Source: an optimization exercise on an open RTL-to-GDS flow (aim: small area). Production flows keep margins and buffers that such runs may drop. In this exercise RTL edits were held to simulation tests only and were not proved equivalent to the original. Power and IR drop assume default switching activity.

<file path="flow/run.sh">
#!/bin/bash
# synth_recipe.tcl (not shown) runs the flow's synth.tcl, then flattens the netlist and writes it again
# the make line also repeats each setting of config.mk as NAME=value (left out here)
make -C /OpenROAD-flow-scripts/flow DESIGN_CONFIG=/design/flow/config.mk WORK_HOME=/design/flow/orfs CLKGATE_MAP_FILE= SYNTH_SCRIPT=/design/flow/synth_recipe.tcl finish
</file>
<file path="flow/config.mk">
export PLATFORM = sky130hd
export DESIGN_NAME = badapple_top
export DESIGN_NICKNAME = badapple_top
export VERILOG_FILES = /design/flow/design.v
export SDC_FILE = /design/flow/constraint.sdc
export NUM_CORES = 4
export LEC_CHECK = 0
export CAP_MARGIN = 20
export CORE_MARGIN = 2
export CORE_UTILIZATION = 40
export PLACE_DENSITY = 0.6
export SLEW_MARGIN = 20
</file>
<file path="flow/constraint.sdc">
create_clock -name core_clock -period 10.0 [get_ports {clk}]
set_input_delay 2.0000 -clock core_clock [delete_from_list [all_inputs] [get_ports {clk}]]
set_output_delay 2.0000 -clock core_clock [all_outputs]
set_load 0.01 [all_outputs]
</file>
<file path="flow/design.v">
module spi_master
(
	output reg sck,
	output reg miso,
	output reg cs,
	input rst,                   
	input spi_send,
	input[7:0] spi_data_out,
	output reg spi_send_done,
	input clk,
	input dc_in,
	output dc_out,
	output reg sck_reg,
	output sck_rise,
	output sck_fall
);
   assign dc_out= (!cs)?dc_in:0;
   reg [3:0]count;
   localparam IDLE=0,
   	      CS_L=1,
   	      DATA=2,
   	      FINISH=3;
   reg [4:0]cur_st,nxt_st;
   reg [7:0] reg_data;
   reg [31:0]delay_count;
   always@(posedge clk)
   if(~rst)
      delay_count<=0;
   else if(delay_count==50)
      delay_count<=0;
   else delay_count<=delay_count+1;
   always@(posedge clk)
   if(~rst)
      sck_reg<=0;
   else if(delay_count==50)
      sck_reg<=!sck_reg;
   assign sck_rise = (delay_count==50) && !sck_reg;
   assign sck_fall = (delay_count==50) && sck_reg;
	always@(*)
	if(cs) sck=1;
	else if(cur_st==FINISH) sck=1;
	else if(!cs) sck=sck_reg;
	else sck=1;
   always@(posedge clk)
   if(~rst)
   	cur_st<=0;
   else if(sck_rise)
   	cur_st<=nxt_st;
   always@(*)
   begin
   	nxt_st=cur_st;
   	case(cur_st)
   		IDLE:if(spi_send) nxt_st=CS_L;
   		CS_L:nxt_st=DATA;
   		DATA:if(count==7) nxt_st=FINISH;
   		FINISH:nxt_st=IDLE;
   	  default:nxt_st=IDLE;
   	endcase
   end
   always@(*)
   if(~rst)
      spi_send_done=0;
   else if(cur_st==FINISH)
      spi_send_done=1;
   else spi_send_done=0;
   always@(posedge clk)
   	if(~rst) cs<=1;
   	else if(sck_rise) begin
   	   if(cur_st==CS_L) cs<=0;
   	   else if(cur_st==DATA) cs<=0;
   	   else cs<=1;
   	end
   always@(posedge clk)
   	if(~rst)
   		count<=0;
   	else if(sck_rise) begin
   	   if(cur_st==DATA)
   		count<=count+1;
   	   else if(cur_st==IDLE | cur_st==FINISH)
   		count<=0;
   	end
   always@(posedge clk)
   	if(~rst) begin
   		miso<=0;
   		reg_data<=0;
   	end
   	else if(sck_fall) begin
   	   if(cur_st==DATA)
   	   begin
   		reg_data[7:1]<=reg_data[6:0];
   		miso<=reg_data[7];
   	   end
   	   else if(spi_send)
   		reg_data<=spi_data_out;
   	end
endmodule
module oled_init(
    input clk,
    input en,                   
    input reset,
    input send_done,
    output spi_send,
    output reg [7:0]spi_data,
    output init_done,
    output dc
    );
    assign dc=0;  
    wire[7:0]   Display_on=8'haf,
                Display_off=8'hae,
                Set_display_clock_0=8'hd5,
                Set_display_clock_1=8'h80,
                Set_charge_pump_0=8'h8d,
                Set_charge_pump_1=8'h14,
                Set_contrast_0=8'h81,
                Set_contrast_1=8'hcf,
                Set_precharge_0=8'hd9,
                Set_inverse=8'ha0,
                Set_precharge_1=8'hf1;
    reg [5:0]cur_st,nxt_st;
    assign init_done=(cur_st==11)?1:0;
    assign spi_send=(cur_st!=11)?1:0;
    always@(posedge clk)
        if(reset)
            cur_st<=0;
        else if(en && send_done)
            cur_st<=nxt_st;
    always@(*)
    begin
        spi_data=0;
        nxt_st=cur_st;
        case(cur_st)
            0:begin spi_data=Display_off;        nxt_st=1;  end
            1:begin spi_data=Set_display_clock_0;nxt_st=2;  end
            2:begin spi_data=Set_display_clock_1;nxt_st=3;  end
            3:begin spi_data=Set_charge_pump_0;  nxt_st=4 ; end
            4:begin spi_data=Set_charge_pump_1;  nxt_st=5 ; end
            5:begin spi_data=Set_contrast_0;     nxt_st=6 ; end
            6:begin spi_data=Set_contrast_1;     nxt_st=7;  end
            7:begin spi_data=Set_precharge_0;    nxt_st=8;  end
            8:begin spi_data=Set_precharge_1;    nxt_st=9;  end
            9:begin spi_data=Set_inverse;        nxt_st=10; end
            10:begin spi_data=Display_on;         nxt_st=11; end
            11:begin spi_data=0;                  nxt_st=11;  end
            default:begin spi_data=0;nxt_st=0;end
        endcase
    end
endmodule
module oled_clear(
    input clk,
    input en,                   
    input reset,
    input send_done,
    input clear_start,
    output reg spi_send,
    output reg[7:0] spi_data,
    output clear_done,
    output dc
);
    assign dc=(cur_st==4)?1:0;  
    assign clear_done=(cur_st==6)?1:0;
    reg [3:0]cur_st,nxt_st;
    always@(posedge clk)
        if(reset)
            cur_st<=0;
        else if(en) begin
            if(cur_st==1 | cur_st==2 | cur_st==3 | cur_st==4) begin
                if(send_done)
                    cur_st<=nxt_st;
            end
            else
                cur_st<=nxt_st;
        end
    always@(*) begin
        nxt_st=cur_st;
        case(cur_st)
            0:begin if(clear_start)  nxt_st=cur_st+1; end
            1:begin nxt_st=cur_st+1; end
            2:begin nxt_st=cur_st+1; end
            3:begin nxt_st=cur_st+1; end
            4:begin nxt_st=cur_st+1; end
            5:if(x_tmp==127 && y_tmp==7) begin nxt_st=6;         end
              else begin nxt_st=1;   end
            6:begin nxt_st=0;        end
            default:begin nxt_st=0;  end
        endcase
    end
    wire [7:0] Set_pos_0= 8'hb0 | y_tmp,
               Set_pos_1= (x_tmp[7:4] & 4'hf) | 8'h10,
               Set_pos_2= (x_tmp[3:0] & 4'hf) | 8'h00;
    always@(*) begin
        spi_data=0;
        spi_send=0;
        if(!reset) begin
            case(cur_st)
                1:begin spi_data = Set_pos_0; spi_send=1;    end
                2:begin spi_data = Set_pos_1; spi_send=1;    end
                3:begin spi_data = Set_pos_2; spi_send=1;    end
                4:begin spi_data = 0;         spi_send=1;    end
                default:begin spi_data = 0;   spi_send=0;    end
            endcase
        end
    end
    reg [7:0]x_tmp,y_tmp;  
    reg [47:0]write_data_tmp;
    reg [3:0]count;
    always@(posedge clk)
        if(reset) begin
            x_tmp<=0;
            y_tmp<=0;
            count<=0;
            write_data_tmp<=0;
        end
        else if(en) case(cur_st)
            0:begin
                x_tmp<=0;
                y_tmp<=0;
                count<=0;
            end
            5:begin
                if(x_tmp==127) begin
                    if(y_tmp==7) y_tmp<=0; else y_tmp<=y_tmp+1;
                    x_tmp<=0;
                end
                else
                    x_tmp<=x_tmp+1;
            end
        endcase
endmodule
module oled_write_data(
    input clk,
    input en,                   
    input reset,
    input send_done,
    input [7:0]write_data,
    input [7:0]set_pos_x,
    input [7:0]set_pos_y,
    input write_start,
    output reg spi_send,
    output reg[7:0] spi_data,
    output dc,
    output write_done,
    output write_done_rise      
);
    assign dc=(cur_st==4)?1:0;  
    assign write_done=(cur_st==6)?1:0;
    assign write_done_rise = en && !reset && cur_st==5;
    wire [7:0]  Set_pos_0=8'hb0 | set_pos_y,
                Set_pos_1= (set_pos_x[7:4] & 4'hf) | 8'h10,
                Set_pos_2= (set_pos_x[3:0] & 4'hf) | 8'h00;
    reg [3:0]cur_st,nxt_st;
    always@(posedge clk)
        if(reset)
            cur_st<=0;
        else if(en) begin
            if(cur_st==1 | cur_st==2 | cur_st==3 | cur_st==4 )
               begin if(send_done)  cur_st<=nxt_st; end
            else cur_st<=nxt_st;
        end
    always@(*) begin
        nxt_st=cur_st;
        case(cur_st)
            0:begin if(write_start)  nxt_st=cur_st+1; end
            1:begin                  nxt_st=cur_st+1; end
            2:begin                  nxt_st=cur_st+1; end
            3:begin                  nxt_st=cur_st+1; end
            4:begin                  nxt_st=cur_st+1; end
            5:nxt_st=6;
            6:nxt_st=0;
            default:nxt_st=0;
        endcase
    end
    always@(*) begin
        spi_data=0;
        spi_send=0;
        if(!reset) begin
            case(cur_st)
                1:begin spi_data = Set_pos_0;   spi_send=1;    end
                2:begin spi_data = Set_pos_1;   spi_send=1;    end
                3:begin spi_data = Set_pos_2;   spi_send=1;    end
                4:begin spi_data = write_data;  spi_send=1;    end
                default:begin spi_data = 0;     spi_send=0;    end
            endcase
        end
    end
endmodule
module clk_div_50M (
	input clk,
	input rst,
	output reg clk_out,
	output c50_rise,
	output c50_fall
    );
	always@(posedge clk)
		if(rst) clk_out <= 0;
		else    clk_out <= ~clk_out;
	assign c50_rise = !clk_out;
	assign c50_fall = clk_out;
endmodule
module clk_div_uart(
	input clk,
	input rst,
	output reg clk_out,
	output uart_rise
    );
	localparam Baud_Rate = 115200;
	localparam div_num = 'd100_000_000 / Baud_Rate / 2;
	reg[15:0] num;
	always@(posedge clk)  begin
		if(rst) begin
			num <= 0;
			clk_out <= 0;
		end
		else if(num==div_num) begin
			num <= 1;
			clk_out <= ~clk_out;
		end
		else begin
			num <= num + 1;
		end
	end
	assign uart_rise = (num==div_num) && !clk_out;
endmodule
module uart_rx(
	input clk,
	input rst,
	input en,
	input rxd,
	output receive_ack,         
	output receive_ack_rise,    
	output reg[7:0] data_i,
	output data_finish
	);
	localparam IDLE = 0,
			   RECEIVE = 1,
			   RECEIVE_END = 2;
	reg[3:0] cur_st,nxt_st;
	reg[4:0] count;
	reg[7:0] data_i_tmp;
	always @(posedge clk)
		if(rst) cur_st <= IDLE;
		else if(en) cur_st <= nxt_st;
	always @ * begin
		nxt_st = cur_st;
		case(cur_st)
			IDLE: if(!rxd) nxt_st = RECEIVE;
			RECEIVE: if(count==7) nxt_st = RECEIVE_END;
			RECEIVE_END:if(rxd) nxt_st = IDLE;
			default: nxt_st = IDLE;
		endcase
	end
	always @(posedge clk)
		if(rst) count <= 0;
		else if(en) begin
			if(cur_st == RECEIVE)
				count <= count + 1;
			else if(cur_st==IDLE | cur_st==RECEIVE_END)
				count <= 0;
		end
	always @(posedge clk)
		if(rst) data_i_tmp <= 0;
		else if(en && cur_st==RECEIVE) begin
			data_i_tmp[6:0] <= data_i_tmp[7:1];
			data_i_tmp[7] <= rxd;
		end
	assign receive_ack_rise = en && cur_st==RECEIVE && count==7;
	always @(posedge clk)
		if(rst) data_i <= 0;
		else if(receive_ack_rise)
			data_i <= {rxd, data_i_tmp[7:1]};
	assign receive_ack = cur_st == RECEIVE_END ? 1'b1 : 1'b0;
	assign data_finish = 0;
endmodule
module sram_ctrl(
    input wire	clk,
    input wire	rst,
    input wire  c50_rise,
    input wire  c50_fall,
    input selec,
    input write,
    input read,
    input [15:0] data_wr_in,
	output reg [15:0] data_wr_out,
	input wire [18:0] addr_wr,
	input  wire [15:0] sram_data_in,
	output wire [15:0] sram_data_out,
	output wire        sram_data_oe,
	output wire [18:0] sram_addr,
    output reg		  sram_oe_r,
    output reg		  sram_ce_r,
    output reg		  sram_we_r,
    output reg		  sram_ub_r,
    output reg		  sram_lb_r
);
assign sram_addr = addr_wr;
reg	en;
reg[15:0] data_wr;
assign sram_data_out = data_wr;
assign sram_data_oe = !en;
wire [15:0] sram_data = en ? sram_data_in : data_wr;
always @(posedge clk)
	if(rst) begin
        sram_oe_r <= 1'b1;
        sram_we_r <= 1'b1;
        sram_ce_r <= 1'b1;
        sram_ub_r <= 1'b1;
        sram_lb_r <= 1'b1;
		en <= 1;
	end
	else if(c50_rise && selec)
		if(write ==1'b1 && read==1'b0) begin    
			sram_oe_r <= 1'b1;
			sram_ce_r <= 1'b0;
			sram_we_r <= 1'b0;
			sram_ub_r <= 1'b0;
			sram_lb_r <= 1'b0;
			en <= 0;
		end
		else if(read==1'b1 && write==1'b0) begin    
			sram_oe_r <= 1'b0;
			sram_ce_r <= 1'b0;
			sram_we_r <= 1'b1;
			sram_ub_r <= 1'b0;
			sram_lb_r <= 1'b0;
			en <= 1;
		end
		else begin
			sram_oe_r <= 1'b1;
			sram_ce_r <= 1'b1;
			sram_we_r <= 1'b1;
			sram_ub_r <= 1'b1;
			sram_lb_r <= 1'b1;
			en <= 1;
		end
always @(posedge clk)
	if(rst)
		data_wr <= 0;
	else if(c50_fall && write ==1'b1 && read==1'b0)
		data_wr <= data_wr_in;
always @(posedge clk)
	if(rst)
		data_wr_out <= 0;
	else if(c50_fall && read==1'b1 && write==1'b0)
		data_wr_out <= sram_data;
endmodule
module sram_write_unit(
	input clk,
	input rst,
	input en,
	input sram_write_start,
	input [7:0] data_i,
	input receive_ack,
	input receive_ack_rise,
	output sram_write_selec,
	output sram_write_write,
	output sram_write_read,
	output [15:0]sram_write_data,
	output [18:0]sram_write_addr,
	output sram_write_finish,
	output[19:0]sram_write_count
    );
	reg[18:0] addr_tmp;
	reg[15:0] data_tmp;
	assign sram_write_data = data_tmp;
	assign sram_write_addr = addr_tmp;
	parameter N = 256;  
	reg[19:0] count;  
	assign sram_write_count = count;
	always @(posedge clk)
		if(rst)
			count <= 0;
		else if(receive_ack_rise && sram_write_start)
			count <= count + 1;
	localparam st_IDLE1 = 0,
			   st_D1 = 1,
			   st_D2 = 2,
			   st_SEND = 3,
			   st_FINISH = 4,
			   st_IDLE2 = 5,
			   st_WRITE_DONE=6;
	reg[3:0] cur_st,nxt_st;
	always@(posedge clk)
		if(rst) cur_st <= st_IDLE1;
		else if(en) cur_st <= nxt_st;
	always @ * begin
		nxt_st = cur_st;
		case(cur_st)
			st_IDLE1:if(sram_write_start)if(receive_ack)nxt_st=st_D1;
			st_D1:nxt_st=st_IDLE2;
			st_IDLE2:if(sram_write_start)if(receive_ack)nxt_st=st_D2;
			st_D2:nxt_st=st_SEND;
			st_SEND:if(count>=N)nxt_st=st_FINISH;else nxt_st=st_WRITE_DONE;
			st_WRITE_DONE:nxt_st=st_IDLE1;
			st_FINISH:nxt_st=st_FINISH;
			default:nxt_st=st_FINISH;
		endcase
	end
	always @(posedge clk)
		if(rst)
			addr_tmp <= 0;
		else if(en && cur_st==st_SEND && !(count>=N))
			addr_tmp <= addr_tmp + 1;
	always @ (posedge clk)
		if(rst)
			data_tmp <= 0;
		else if(en) begin
			if(cur_st == st_D1)
				data_tmp[15:8] <= data_i;
			else if(cur_st == st_D2)
				data_tmp[7:0] <= data_i;
		end
	assign sram_write_write = cur_st == st_SEND ? 1'b1 : 1'b0;
	assign sram_write_read = 0;
	assign sram_write_selec = cur_st == st_SEND ? 1'b1 : 1'b0;
	assign sram_write_finish = cur_st == st_FINISH ? 1'b1 : 1'b0;
endmodule
module sram_read_unit(
	input clk,
	input rst,
	input en,
	input sram_read_start,
	input write_done,
	input write_done_rise,
	output reg[7:0]data_after_chuli,
	output sram_read_loadbytedone,
	output loadbyte_rise,           
	output sram_read_selec,
	output sram_read_read,
	output sram_read_write,
	input[15:0]data_from_sram,
	output[18:0] sram_read_addr,
	output sram_read_finish,
	output[19:0]sram_read_count,
	output read_pause,
	input addr_reset
    );
	reg[18:0] addr_tmp;
	assign sram_read_addr = addr_tmp;
	assign read_pause = ((addr_tmp % 512) == 0) ? 1'b1 : 1'b0;
	parameter M = 256;  
	reg[19:0] count;
	assign sram_read_count = count;
	always@(posedge clk)
		if(rst)
			count <= 0;
		else if(write_done_rise) begin
			if(addr_reset)
				count <= 0;
			else if(sram_read_start)
				count <= count + 1;
		end
	localparam st_IDLE1 = 0,
			   st_D1 = 1,
			   st_IDLE2 = 2,
			   st_D2 = 3,
			   st_READ_DOWN1 = 4,
			   st_READ_DOWN2 = 5,
			   st_FINISH = 6;
	reg[3:0] cur_st,nxt_st;
	always @ (posedge clk)
		if(rst) cur_st <= st_IDLE1;
		else if(en) cur_st <= nxt_st;
	always @ * begin
		nxt_st = cur_st;
		case(cur_st)
			st_IDLE1:if(sram_read_start)if(write_done)nxt_st=st_READ_DOWN1;
			st_READ_DOWN1:if(count>=M)nxt_st=st_FINISH;else nxt_st=st_IDLE2;
			st_IDLE2:if(sram_read_start)if(write_done)nxt_st=st_READ_DOWN2;
			st_READ_DOWN2:if(count>=M)nxt_st=st_FINISH;else nxt_st=st_IDLE1;
			st_FINISH:if(count<M)nxt_st=st_IDLE1; else nxt_st=st_FINISH;
			default:nxt_st=st_IDLE1;
		endcase
	end
	wire enter_rd1 = en && cur_st==st_IDLE1 && sram_read_start && write_done;
	wire enter_rd2 = en && cur_st==st_IDLE2 && sram_read_start && write_done;
	assign loadbyte_rise = enter_rd1 || enter_rd2;
	always @(posedge clk)
		if(rst)
			addr_tmp <= 0;
		else if(enter_rd1) begin
			if(addr_reset)
				addr_tmp <= 0;
			else
				addr_tmp <= addr_tmp + 1;
		end
	always @ (posedge clk)
		if(rst)
			data_after_chuli <= 0;
		else if(en) begin
			if(cur_st==st_IDLE1)
				data_after_chuli <= data_from_sram[15:8];
			else if(cur_st==st_IDLE2)
				data_after_chuli <= data_from_sram[7:0];
		end
	assign sram_read_loadbytedone = cur_st==st_READ_DOWN1 || cur_st==st_READ_DOWN2 ? 1'b1 : 1'b0;
	assign sram_read_read = cur_st==st_IDLE1 ? 1'b1 : 1'b0;
	assign sram_read_write = 0;
	assign sram_read_selec = cur_st==st_IDLE1 ? 1'b1 : 1'b0;
	assign sram_read_finish = cur_st==st_FINISH ? 1'b1 : 1'b0;
endmodule
module badapple_top(
    input clk,
    input rst,              
    output sck,             
    output miso,            
    output reg reset_oled,  
    output dc,              
    output sck_reg,         
    input rxd,              
    output reg st_init,
    output reg st_clear,
    output reg st_wait,
    output reg st_write,
    input  [15:0] sram_data_in,
    output [15:0] sram_data_out,
    output        sram_data_oe,
    output [18:0] sram_addr,
    output        sram_oe_r,
    output        sram_ce_r,
    output        sram_we_r,
    output        sram_ub_r,
    output        sram_lb_r,
    input keepgoing,
    output showdelay,
    input addr_reset
    );
    reg [31:0]reset_count;
    reg reset_n;
    always@(posedge clk)
        if(rst)
            reset_count<=0;
        else if(reset_count>=30000)
            reset_count<=30000;
        else reset_count<=reset_count+1;
    always@(posedge clk)
        if(rst) begin
            reset_oled<=0;
            reset_n<=0;
        end
        else if(reset_count==10) begin
            reset_oled<=1;
            reset_n<=1;
        end
        else if(reset_count==10000) begin
            reset_oled<=0;
            reset_n<=0;
        end
        else if(reset_count==30000) begin
            reset_oled<=1;
            reset_n<=1;
        end
    reg spi_send;
    reg [7:0]spi_data_out;
    wire spi_send_done;
    reg dc_in;
    wire reset=!reset_n;
    wire cs;
    wire sck_rise, sck_fall;
    spi_master spi_master
    (
        .sck    (sck),
        .miso   (miso),
        .cs     (cs),
        .rst    (!rst),
        .spi_send   (spi_send),
        .spi_data_out   (spi_data_out),
        .spi_send_done  (spi_send_done),
        .clk    (clk),
        .dc_in  (dc_in),
        .dc_out (dc),
        .sck_reg (sck_reg),
        .sck_rise (sck_rise),
        .sck_fall (sck_fall)
    );
    wire spi_send_init;
    wire [7:0]spi_data_init;
    wire dc_init;
    wire init_done;
    oled_init oled_init
    (
        .send_done  (spi_send_done),
        .spi_send   (spi_send_init),
        .spi_data   (spi_data_init),
        .clk        (clk),
        .en         (sck_rise),
        .init_done  (init_done),
        .dc         (dc_init),
        .reset      (reset)
    );
    wire spi_send_write;
    wire [7:0]spi_data_write;
    wire dc_write;
    wire write_done;
    wire write_done_rise;
    reg [7:0]write_data;
    reg [7:0]set_pos_x_reg,set_pos_y_reg;
    wire[7:0]set_pos_x,set_pos_y;
    reg write_start;
    assign set_pos_x = set_pos_x_reg;
    assign set_pos_y = set_pos_y_reg;
    oled_write_data oled_write_data(
        .send_done  (spi_send_done),
        .spi_send   (spi_send_write),
        .spi_data   (spi_data_write),
        .clk        (clk),
        .en         (sck_rise),
        .dc         (dc_write),
        .write_start(write_start),
        .write_done (write_done),
        .write_done_rise (write_done_rise),
        .write_data (write_data),
        .set_pos_x  (set_pos_x),
        .set_pos_y  (set_pos_y),
        .reset  (reset)
    );
    wire spi_send_clear;
    wire [7:0]spi_data_clear;
    wire dc_clear;
    reg clear_start;
    wire clear_done;
    oled_clear oled_clear
    (
        .send_done  (spi_send_done),
        .spi_send   (spi_send_clear),
        .spi_data   (spi_data_clear),
        .clk        (clk),
        .en         (sck_rise),
        .dc         (dc_clear),
        .clear_start(clear_start),
        .clear_done (clear_done),
        .reset  (reset)
    );
    wire clk_out_uart;
    wire uart_rise;
    clk_div_uart clk_div_uart
    (
        .clk(clk),
        .rst(rst),
        .clk_out(clk_out_uart),
        .uart_rise(uart_rise)
    );
    wire receive_ack;
    wire receive_ack_rise;
    wire data_finish;
    wire[7:0] data_i;
    uart_rx uart_rx
    (
        .clk(clk),
        .rst(rst),
        .en(uart_rise),
        .rxd(rxd),
        .receive_ack(receive_ack),
        .receive_ack_rise(receive_ack_rise),
        .data_i(data_i),
        .data_finish(data_finish)
    );
    wire clk_out_50M;
    wire c50_rise, c50_fall;
    clk_div_50M clk_div_50M
    (
        .clk(clk),
        .rst(rst),
        .clk_out(clk_out_50M),
        .c50_rise(c50_rise),
        .c50_fall(c50_fall)
    );
    wire sram_selec;
    wire sram_write;
    wire sram_read;
    wire[15:0] data_wr_in;
    wire[15:0] data_wr_out;
    wire[18:0] addr_wr;
    sram_ctrl sram_ctrl(
        .clk(clk),
        .rst(rst),
        .c50_rise(c50_rise),
        .c50_fall(c50_fall),
        .selec(sram_selec),
        .write(sram_write),
        .read(sram_read),
        .data_wr_in(data_wr_in),
        .data_wr_out(data_wr_out),
        .addr_wr(addr_wr),
        .sram_data_in(sram_data_in),
        .sram_data_out(sram_data_out),
        .sram_data_oe(sram_data_oe),
        .sram_addr(sram_addr),
        .sram_oe_r(sram_oe_r),
        .sram_ce_r(sram_ce_r),
        .sram_we_r(sram_we_r),
        .sram_ub_r(sram_ub_r),
        .sram_lb_r(sram_lb_r)
    );
    wire sram_write_start;
    wire sram_write_read;
    wire sram_write_write;
    wire sram_write_selec;
    wire [15:0] write_data_wr;
    wire [18:0] write_addr_wr;
    wire sram_write_finish;
    wire[19:0] sram_write_count;
    sram_write_unit sram_write_unit(
        .clk(clk),
        .rst(rst),
        .en(uart_rise),
        .sram_write_start(sram_write_start),
        .data_i(data_i),
        .receive_ack(receive_ack),
        .receive_ack_rise(receive_ack_rise),
        .sram_write_selec(sram_write_selec),
        .sram_write_write(sram_write_write),
        .sram_write_read(sram_write_read),
        .sram_write_data(write_data_wr),
        .sram_write_addr(write_addr_wr),
        .sram_write_finish(sram_write_finish),
        .sram_write_count(sram_write_count)
    );
    wire sram_read_start;
    wire[7:0] data_after_chuli;
    wire sram_read_loadbytedone;
    wire loadbyte_rise;
    wire sram_read_selec;
    wire sram_read_read;
    wire sram_read_write;
    wire [15:0] read_data_wr;
    wire [18:0] read_addr_wr;
    wire sram_read_finish;
    wire [19:0] sram_read_count;
    wire read_pause;
    sram_read_unit sram_read_unit(
        .clk(clk),
        .rst(rst),
        .en(sck_rise),
        .sram_read_start(sram_read_start),
        .write_done(write_done),
        .write_done_rise(write_done_rise),
        .data_after_chuli(data_after_chuli),
        .sram_read_loadbytedone(sram_read_loadbytedone),
        .loadbyte_rise(loadbyte_rise),
        .sram_read_selec(sram_read_selec),
        .sram_read_read(sram_read_read),
        .sram_read_write(sram_read_write),
        .data_from_sram(read_data_wr),
        .sram_read_addr(read_addr_wr),
        .sram_read_finish(sram_read_finish),
        .sram_read_count(sram_read_count),
        .read_pause(read_pause),
        .addr_reset(addr_reset)
    );
    reg delay_signal;
    reg read_pause_d;
    assign showdelay = delay_signal;
    parameter zhenshu = 1100*7/5/2;
    parameter yimiaozhexiexia = 100_000_000;
    parameter duoshaoxiayizhen = yimiaozhexiexia / zhenshu;
    reg[26:0] zhencount;
    always @(posedge clk)
        if(rst) begin
            delay_signal <= 0;
            read_pause_d <= 0;
        end
        else begin
            read_pause_d <= read_pause;
            if(zhencount>=duoshaoxiayizhen)
                delay_signal <= 0;
            else if(read_pause && !read_pause_d)
                delay_signal <= 1;
        end
    always @ (posedge clk)
        if(rst)
            zhencount <= 0;
        else if(delay_signal && keepgoing)
            zhencount <= zhencount + 1;
        else
            zhencount <= 0;
    localparam INIT = 0,
               CLEAR = 1,
               WAIT = 2,
               WRITE = 3,
               BADAPPLE_FINISH = 4,
               LOAD = 5,
               DELAY = 6;
    reg [5:0]cur_st,nxt_st;
    assign sram_read = cur_st==LOAD ? sram_write_read : sram_read_read;
    assign sram_write = cur_st==LOAD ? sram_write_write : sram_read_write;
    assign sram_selec = cur_st==LOAD ? sram_write_selec : sram_read_selec;
    assign addr_wr = cur_st==LOAD ? write_addr_wr : read_addr_wr;
    assign data_wr_in = write_data_wr;
    assign read_data_wr = data_wr_out;
    always@(posedge clk)
        if(rst)
            cur_st<=INIT;
        else if(sck_rise) begin
            if(reset)
                cur_st<=INIT;
            else
                cur_st<=nxt_st;
        end
    always@(*)
    begin
        nxt_st=cur_st;
        case(cur_st)
            INIT:if(init_done)     nxt_st=CLEAR;
            CLEAR:if(clear_done)    nxt_st=LOAD;
            LOAD:if(sram_write_finish) nxt_st=WRITE;
            WAIT:if(delay_signal)nxt_st=DELAY; else nxt_st=WRITE;
            WRITE:if(write_done)    nxt_st=WAIT;
            DELAY:if(!delay_signal) nxt_st=WRITE;
            BADAPPLE_FINISH:nxt_st=BADAPPLE_FINISH;
            default:nxt_st=BADAPPLE_FINISH;
        endcase
    end
    assign sram_write_start = cur_st==LOAD ? 1'b1 : 1'b0;
    assign sram_read_start = cur_st==WAIT || cur_st==WRITE ? 1'b1 : 1'b0;
    always @(posedge clk)
        if(rst) begin
            set_pos_x_reg <= 0;
            set_pos_y_reg <= 0;
        end
        else if(loadbyte_rise) begin
            if(delay_signal) begin
                set_pos_x_reg <= 0;
                set_pos_y_reg <= 0;
            end
            else if(set_pos_x_reg < 127) begin
                set_pos_x_reg <= set_pos_x_reg + 1;
            end
            else begin
                set_pos_x_reg <= 0;
                if(set_pos_y_reg < 7) begin
                    set_pos_y_reg <= set_pos_y_reg + 1;
                end
                else begin
                    set_pos_y_reg <= 0;
                end
            end
        end
    always@(*) begin
        write_data=0;
        write_start=0;
        if(!reset) begin
            write_data=data_after_chuli;
            write_start=(cur_st==WRITE);
        end
    end
    always@(*)
        if(reset) clear_start=0;
        else if(cur_st==CLEAR) clear_start=1;
        else clear_start=0;
    always@(*)
        if(reset)   dc_in=0;
        else if(cur_st==INIT)  dc_in=dc_init;
        else if(cur_st==CLEAR)  dc_in=dc_clear;
        else if(cur_st==WRITE)  dc_in=dc_write;
        else dc_in=0;
    always@(*)
        if(reset)   spi_data_out=0;
        else if(cur_st==INIT)  spi_data_out=spi_data_init;
        else if(cur_st==CLEAR)  spi_data_out=spi_data_clear;
        else if(cur_st==WRITE)  spi_data_out=spi_data_write;
        else spi_data_out=0;
    always@(*)
        if(reset) spi_send=0;
        else if(cur_st==INIT) spi_send=spi_send_init;
        else if(cur_st==CLEAR) spi_send=spi_send_clear;
        else if(cur_st==WRITE) spi_send=spi_send_write;
        else spi_send = 0;
    always@(*) begin
        case(cur_st)
            INIT:begin st_init=1;st_clear=0;st_wait=0;st_write=0;end
            CLEAR:begin st_init=1;st_clear=1;st_wait=0;st_write=0;end
            LOAD:begin st_init=0;st_clear=1;st_wait=0;st_write=0;end
            WAIT: begin st_init=0;st_clear=0;st_wait=1;st_write=0;end
            WRITE:begin st_init=0;st_clear=0;st_wait=0;st_write=1;end
            BADAPPLE_FINISH:begin st_init=1;st_clear=1;st_wait=1;st_write=1;end
            default:begin st_init=1;st_clear=0;st_wait=1;st_write=1;end
        endcase
    end
endmodule
</file>
==> run notes <==
The count of nets after finishing came out at 2089. The number of port buffers came out at 71. The post-synthesis instance area came out at 16600 um2.

The number of antenna diodes in the final layout is 0. The ratio of routed vias to standard cells is 5.41. The setup TNS came out at 0 ns.

Derived from the worst setup path, the maximum achievable clock frequency is 0.192 GHz. The final period demand of the worst path came out at 5.20 ns. The sequential area share after synthesis is 42.5%. The most used flip-flop cell after synthesis is dfxtp_1.

In this run the power spent charging and discharging nets is 0.000652 W. The total count of max-transition violations in the final report came to 0. The sink count of the clock tree came out at 353. Counting both buffers and inverters, the worst setup path holds a total of 1.

The run finished with no timing, DRC or antenna violations. The critical path goes through or2_2 -> a21oi_1 -> a2111oi_1 -> clkdlybuf4s50_1. STA puts the critical path data arrival time at 3.20 ns. The switching power share of the total is 21.2%.

Of all nets on the critical path, the largest fanout is 25. The power density relative to cell area is 160 nW/um2. The power share of the combinational group came out at 2.2%. The data required time of the critical path came out at 8.00 ns. STA classifies the critical path startpoint as a flip-flop. In this design, the largest share of critical-path delay is due to compound AO/OA/AOI/OAI gates. The post-detailed-route wirelength per cell came out at 15.3 um. The cell type of the slowest stage on the worst timing path is dfxtp_1. The worst-case clock skew is 0.0183 ns. The total CTS buffers is 40. For this run, the number of Yosys warnings is 11.

Setup repair after global routing left no endpoint under its margin. The final count of hold timing violations came out at 0. The starting density of the core is 40.6%. The clock power share is 51.2%. The post-layout utilization of the core came out at 46.9%. The slew at the pin closest to its max-slew limit came out at 1.08 ns. The number of global-route vias before repair is 13183. The insertion delay of the later-clocked pin in the worst-skew pair is 0.57 ns. The number of antenna violations at the first check in global routing came out at 0. The maximum root-to-sink buffer count is 3.

The internal power contribution is 0.00242 W. The worst-case vdd ir drop came out at 0.110 mV. The leftover overflow at the end of global routing is 0. Measured along the x axis, the die boundary spans 208 um.

The number of top-level design ports is 72. The number of violations reported at the end of detailed-routing iteration 0 came out at 831. The cell count after synthesis came out at 1983. The leakage power figure is 7.00 nW. The longest individual stage delay on the worst path came out at 0.80 ns. The fraction of layout instances using a drive strength above 1 is 4.96%.

The setup slack on the worst flop-to-flop path is 6.64 ns. The clock slew seen by the registers of the worst setup and hold paths is 0.06 ns. The per-instance average area after synthesis came out at 8.38 um2. The worst hold path belongs to the class reg -> reg.

In the final layout, the registers with the most flip-flops are reset_count (32), spi_master.delay_count (32), zhencount (27). The post-synthesis cell type count came out at 73. Synthesis inferred 353 register bits. The CTS tree is done.

The number of search-and-repair iterations in the first detailed-routing pass is 5. The number of nets still failing antenna checks after routing is 0. The total half-perimeter wirelength after legalization and detailed placement came out at 27300 um. The number of enable-type register cells in the synthesized netlist came out at 0.

From bottom edge to top edge, the die measures 208 um. In this run, post-CTS repair resized a total of 0 instances. The tool flagged a number of max-cap violations equal to 0. The headroom to the max-slew limit is 27.7%. For this run, design rule violations remaining after detail routing come to 0. The floorplan step defined a die boundary enclosing 43200 um2. The worst setup path is captured at a primary output. After detailed routing, the total wire length is 39700 um. The number of setup buffers added after CTS came out at 0.

The floorplan has 74 rows. The largest net degree at the start of global routing is 79. The count of hold-fix buffers inserted at cts is 0. The setup path with the least slack is of type reg -> out. The global-route usage over all layers is 18.0%. The weighted congestion reported at the end of routability-driven placement is 0.825. The cell chosen for the clock root is clkbuf_16. The ratio of final minimum period to clock period came out at 52.0%. The core footprint is 40900 um2. The depth of the CTS H-tree is 2. The area growth from synthesis to layout is 15.6%.

Setup violations remaining at the end of the flow were counted as 0. The via count is 13998. Counting flops with an async set or reset pin after synthesis yields a share of 0%. The part of the total power dissipated in sequential elements is 46.6%. The global-route wire length before repair is 65900 um.
## final timing paths
kind / start / end / cells past startpoint
min reg2reg: clk_div_50M.clk_out / clk_div_50M.clk_out / 1
max reg2reg: cur_st[0] / spi_master.cur_st[1] / 6
max: cur_st[1] / dc / 4
min: clk_div_50M.clk_out / clk_div_50M.clk_out / 1
## final cells by class
class / count / area (um2)
fillers: 4016 / 21700
multi-input cells: 1496 / 9040
flip-flops and latches: 353 / 7070
clock buffers: 59 / 1170
repair buffers: 87 / 833
well taps: 532 / 666
clock inverters: 14 / 258
inverters: 46 / 173
## metrics by stage
step	worst slack, ns	total power [W]	std cells	cell area (um2)	hold WS, ns
floorplan	5.91	0.00150	1999	16700	0.402
global placement	5.30	0.00153	2512	17800	0.421
detailed placement	5.25	0.00153	2512	17800	0.429
CTS	4.64	0.00312	2585	19200	0.443
global route	4.65	0.00319	2587	19200	0.471
finish	4.80	0.00307	2587	19200	0.442
## metal layers
metal / global-route usage (%) / share of wire (%) / up-vias / routed length, um
met5: 0 / 0 / - / 0
li1: - / - / 7064 / -
met1: 24.8 / 49 / 6616 / 19500
met3: 3.13 / 3.9 / 79 / 1530
met2: 28.6 / 44 / 239 / 17600
met4: 6.09 / 2.8 / 0 / 1090
## worst reg2reg max path: stages, from the launching register on
cell	delay (ns)
dfxtp_1	0.74
inv_1	0.40
o41ai_1	0.91
nand2_1	0.22
or2_2	0.37
a221oi_1	0.42
mux2i_1	0.24
## power by group through the flow
| stage | registers [W] | clock network, W | logic, W |
|---|---|---|---|
| after CTS | 0.00143 | 0.00162 | 0.0000679 |
| after global placement | 0.00146 | 0 | 0.0000669 |
| after detailed placement | 0.00146 | 0 | 0.0000679 |
| final | 0.00143 | 0.00157 | 0.0000671 |
| after floorplan | 0.00146 | 0 | 0.0000451 |
| after global routing | 0.00143 | 0.00168 | 0.0000742 |
## synth_stat cells, drive strengths merged (7+ instances only)
cell type | n | area share [%]
nand2 | 236 | 5.3
dfxtp | 353 | 43
ha | 44 | 3.3
inv | 45 | 1.0
nor3 | 45 | 1.4
and4 | 16 | 0.84
nand4 | 59 | 2.2
xor2 | 97 | 5.1
xnor2 | 52 | 2.7
nor4 | 47 | 2.1
mux2i | 61 | 3.7
buf | 17 | 0.48
nand3b | 8 | 0.36
nor2 | 258 | 5.8
a211oi | 34 | 1.5
a21o | 7 | 0.32
nand2b | 11 | 0.41
a21oi | 106 | 3.2
o21ai | 63 | 1.9
and3 | 43 | 1.6
clkbuf | 87 | 2.0
o211ai | 9 | 0.41
or3 | 31 | 1.2
and2 | 19 | 0.72
nand3 | 94 | 2.8
nor2b | 13 | 0.49
## cell families (layout without fill, tap and decap cells)
family	count (synthesis)	after routing	share of synthesized area [%]
compound gates	301	301	11.5
mux	65	65	3.95
other cells	1	17	0.0226
fa+ha+maj	44	44	3.31
xor+xnor	149	149	7.85
simple gates	920	920	27.4
buf+inv	150	206	3.49
flops	353	353	42.5
## placed cells by master, fill, tap and decap left out, types with 10 or more instances in the layout
master / count
and4_1: 16
ha_1: 44
xnor2_1: 52
a211oi_1: 34
nor2b_1: 13
buf_4: 15
dfxtp_1: 353
o21ai_0: 62
clkdlybuf4s50_1: 70
nand4_1: 59
nor4_1: 42
mux2i_1: 61
inv_1: 44
nand2_1: 236
and2_1: 18
clkbuf_1: 10
and3_1: 43
nand2b_1: 11
conb_1: 17
clkbuf_16: 41
a21oi_1: 106
or3_1: 31
nor3_1: 44
nor2_1: 258
nand3_1: 94
xor2_1: 97

-- port drivers added, routing unchanged --
The results above use ideal ports. As a check the final layout listed here was re-extracted and re-timed, cells and wires unchanged.
Step 1, drivers: a clkbuf_16 drives clk and a buf_2 each remaining input, both assumed.
Step 2 adds t to the input delays and takes it off the output delays; t is the mean of the earliest and latest rising clock arrival at the registers after step 1. Input paths then give back, and output paths get back, about the clock's delay inside the block.
a / b / c = no drivers / after step 1 / after step 2; a / b = the first two.
shift t [ns]: 0.621
setup slack, ns: 4.798 / 4.739 / 5.232
worst setup path after step 2: input to register
latest minus earliest clock arrival (ns): 0.020 / 0.021
After both steps this run still meets setup and hold. For this run, drivers alone change the setup slack by -0.059 ns; drivers and shift together by +0.434 ns.
